What follows belongs to an exercise in optimizing a design on an open flow for a short achievable clock period and few clock cycles; a production flow would make more cautious choices.
Function was checked by simulation only, so behaviour that the tests miss may differ from the original.

== run A ==
// tiny16
module tiny16 (
    input  CLK,
    input  RST,
    input  [7:0] IN,
    output [7:0] OUT,
    output OUT_EN,
    output USBPU,
    output HALTED,
    output [15:0] MEM_ADDR,
    output MEM_WE,
    output [15:0] MEM_WDATA,
    input  [15:0] MEM_RDATA
);
Size in the first run: about 7100 cells after synthesis, ~510 flip-flops, ~70 I/O pins, ~0.057 sq mm of cells after synthesis.
export LEC_CHECK = 0
export CAP_MARGIN = 20
export CORE_MARGIN = 2
export CORE_UTILIZATION = 40
export SLEW_MARGIN = 20
create_clock -name core_clock -period 52.0 [get_ports {CLK}]
standard.sh (not shown) runs the stock make flow with config.mk's settings and CLKGATE_MAP_FILE= SYNTH_SCRIPT=/design/flow/synth_recipe.tcl, a recipe that flattens the netlist after the stock synthesis.
==> flow/flow/run.sh <==
#!/bin/bash
# The standard layout (the standard.sh, unchanged), with two ORFS settings
# passed through the environment:
#  - port buffers use a stronger buffer than the default choice.
export SETUP_SLACK_MARGIN=41
export BUFFER_PORTS_ARGS="-buffer_cell sky130_fd_sc_hd__buf_4"
bash standard.sh > standard.log 2>&1
Testbench counts of run A, summed over its fixed seeds: cycles 38,035.
#### Input delta (run B over run A)
-- flow/design.v --
<<< run A, line 32
  reg [15:0] ldr;                
  reg        jl;                 
  reg        jpre;               
  reg [3:0]  flags;              
>>> run B, line 32
  reg [15:0] ldr;                
  reg        jl;                 
  reg        lp;                 
  reg [3:0]  lp_dst;
  reg        jpre;               
  reg [3:0]  flags;              
<<< run A, line 170
                            (dv_dst == 4'd3 && is_br) ||
                            (dv_dst == 4'd15 && is_alu && (alu_imm || alu_mem))));
  wire run = ir_v && !halt && !dstall;
  wire alu_done = alu_step && !is_div;
  wire dv_start = run && alu_step && is_div;
>>> run B, line 172
                            (dv_dst == 4'd3 && is_br) ||
                            (dv_dst == 4'd15 && is_alu && (alu_imm || alu_mem))));
  wire lstall = lp && ph == 2'd0 && !jl && (lp_dst == rd || lp_dst == rs ||
                            (lp_dst == fn && (is_lli || is_lui)) ||
                            (lp_dst == 4'd2 && (is_push || is_pop)) ||
                            (lp_dst == 4'd3 && is_br) ||
                            (lp_dst == 4'd15 && is_alu && (alu_imm || alu_mem)));
  wire ld_simple = (is_ldm && rd != 4'd1) || (is_pop && rd != 4'd1 && rd != 4'd2);
  wire run = ir_v && !halt && !dstall && !lstall;
  wire lp_set = run && is_ld && ph == 2'd1 && ld_simple;
  wire alu_done = alu_step && !is_div;
  wire dv_start = run && alu_step && is_div;
<<< run A, line 210
        case (ph)
          2'd0: dacc = 1'b1;
          2'd1: if (is_pop) begin we_lo = 1'b1; we_hi = 1'b1; wa = 4'd2; wd = sp_p1; end
          2'd2: begin
            ld_arr = 1'b1;
>>> run B, line 219
        case (ph)
          2'd0: dacc = 1'b1;
          2'd1: begin
            done = ld_simple;
            if (is_pop) begin we_lo = 1'b1; we_hi = 1'b1; wa = 4'd2; wd = sp_p1; end
          end
          2'd2: begin
            ld_arr = 1'b1;
<<< run A, line 344
    .rdata(MEM_RDATA), .ir_ld(ir_ld), .ir_en(ir_en), .ir(ir), .q(q_all),
    .q_ld(q_ld), .q_sh(q_sh), .nxt_ok(nxt_ok), .port_free(port_free),
    .hwe(we_lo || we_hi), .hwa(wa), .w15(w15), .dvb(dv_busy || dv_start), .dvd(dv_dst), .rvals(rvals),
    .maddr_e(maddr_e), .fv_e(fv_e), .arr_e(arr_e), .qc_e(qc_n),
    .ph_e(ph_e), .jpre(jpre), .ld_arr(ld_arr), .wd(wd), .set_jl(set_jl || (dv_fin && dv_dst == 4'd1)),
>>> run B, line 356
    .rdata(MEM_RDATA), .ir_ld(ir_ld), .ir_en(ir_en), .ir(ir), .q(q_all),
    .q_ld(q_ld), .q_sh(q_sh), .nxt_ok(nxt_ok), .port_free(port_free),
    .hwe(we_lo || we_hi), .hwa(wa), .w15(w15), .dvb(dv_busy || dv_start), .dvd(dv_dst),
    .lpb(lp), .lpd(lp_dst), .lsb(lp_set), .lsd(rd), .rvals(rvals),
    .maddr_e(maddr_e), .fv_e(fv_e), .arr_e(arr_e), .qc_e(qc_n),
    .ph_e(ph_e), .jpre(jpre), .ld_arr(ld_arr), .wd(wd), .set_jl(set_jl || (dv_fin && dv_dst == 4'd1)),
<<< run A, line 356
      maddr <= 16'h0000; mwe <= 1'b0; fpc <= 16'h0000; fv <= 1'b1; ovr_r <= 1'b0; jp_r <= 1'b0;
      arr_v <= 1'b0; qc <= 3'd0; ir_v <= 1'b0;
      rpc <= 16'h0001; ph <= 2'd0; dcnt <= 3'd0; jl <= 1'b0; jpre <= 1'b0;
      dv_busy <= 1'b0;
      flags <= 4'h0; halt <= 1'b0; out_x <= 8'h00; out_en <= 1'b0;
>>> run B, line 369
      maddr <= 16'h0000; mwe <= 1'b0; fpc <= 16'h0000; fv <= 1'b1; ovr_r <= 1'b0; jp_r <= 1'b0;
      arr_v <= 1'b0; qc <= 3'd0; ir_v <= 1'b0;
      rpc <= 16'h0001; ph <= 2'd0; dcnt <= 3'd0; jl <= 1'b0; jpre <= 1'b0; lp <= 1'b0;
      dv_busy <= 1'b0;
      flags <= 4'h0; halt <= 1'b0; out_x <= 8'h00; out_en <= 1'b0;
<<< run A, line 379
      if (dv_fin && dv_dst > 4'd1) gpr[dv_dst] <= dres;
      if (dv_fin && dv_dst == 4'd1) jl <= 1'b1;
      if (run) begin
        jl <= set_jl;
>>> run B, line 392
      if (dv_fin && dv_dst > 4'd1) gpr[dv_dst] <= dres;
      if (dv_fin && dv_dst == 4'd1) jl <= 1'b1;
      lp <= lp_set;
      if (lp && lp_dst > 4'd1) gpr[lp_dst] <= MEM_RDATA;
      if (run) begin
        jl <= set_jl;
<<< run A, line 401
    jtgt <= jt;
    ldr <= ldr_d;
    if (dv_start) begin
      dq <= {a_op[11:0], fq}; dr <= {12'h0, fr[3:0]}; db <= b_op; d3 <= d3_n;
>>> run B, line 416
    jtgt <= jt;
    ldr <= ldr_d;
    lp_dst <= rd;
    if (dv_start) begin
      dq <= {a_op[11:0], fq}; dr <= {12'h0, fr[3:0]}; db <= b_op; d3 <= d3_n;
<<< run A, line 417
  input         hwe, w15, dvb,
  input  [3:0]  hwa, dvd,
  input  [255:0] rvals,
  input  [15:0] maddr_e,
>>> run B, line 433
  input         hwe, w15, dvb,
  input  [3:0]  hwa, dvd,
  input         lpb, lsb,
  input  [3:0]  lpd, lsd,
  input  [255:0] rvals,
  input  [15:0] maddr_e,
<<< run A, line 448
  function haz;
    input [3:0] x;
    haz = (hwe && hwa == x) || (w15 && x == 4'd15) || x == 4'd1 || (dvb && dvd == x);
  endfunction
  wire [2:0] d_q = dec(q[15:0]);
>>> run B, line 466
  function haz;
    input [3:0] x;
    haz = (hwe && hwa == x) || (w15 && x == 4'd15) || x == 4'd1 || (dvb && dvd == x) ||
          (lpb && lpd == x) || (lsb && lsd == x);
  endfunction
  wire [2:0] d_q = dec(q[15:0]);
### Flow results
Going from run A to run B, worst setup slack grows by 0.010 ns.
Compared with run A, run B shows a lower relative area change from synthesis to final layout.
Number of H-tree branching levels: run B vs run A identical
Global-route usage: run B > run A
Testbench counts of run B, summed over its fixed seeds: cycles 37,599.

afterwards: timing with drivers on the ports:
In the flow no input, the clock included, has a driving cell. The finished layouts below were timed again as built, in two steps. Step 1 sets driving cells, clkbuf_16 on the clock port and buf_2 on the other inputs (assumed; they add their load-dependent delay and slew). Step 2 adds t to the input delays and takes it off the output delays; t is the mean of the earliest and latest rising clock arrival at the registers after step 1. Input paths then give back, and output paths get back, about the clock's delay inside the block. Slacks: ideal ports / drivers / drivers and shift; pairs: ideal ports / drivers.
run	t, ns	slack for setup (ns)	hold WS [ns]	latest minus earliest clock arrival (ns)	worst slew at a driven data input, ns
run A	0.770	40.286 / 40.200 / 40.313	0.501 / 0.501 / 0.501	0.052 / 0.052	0.04
run B	0.803	40.296 / 40.205 / 40.306	0.540 / 0.540 / 0.540	0.069 / 0.069	0.08
After both steps setup and hold are still met in every run listed. Setup slack includes reset recovery checks.
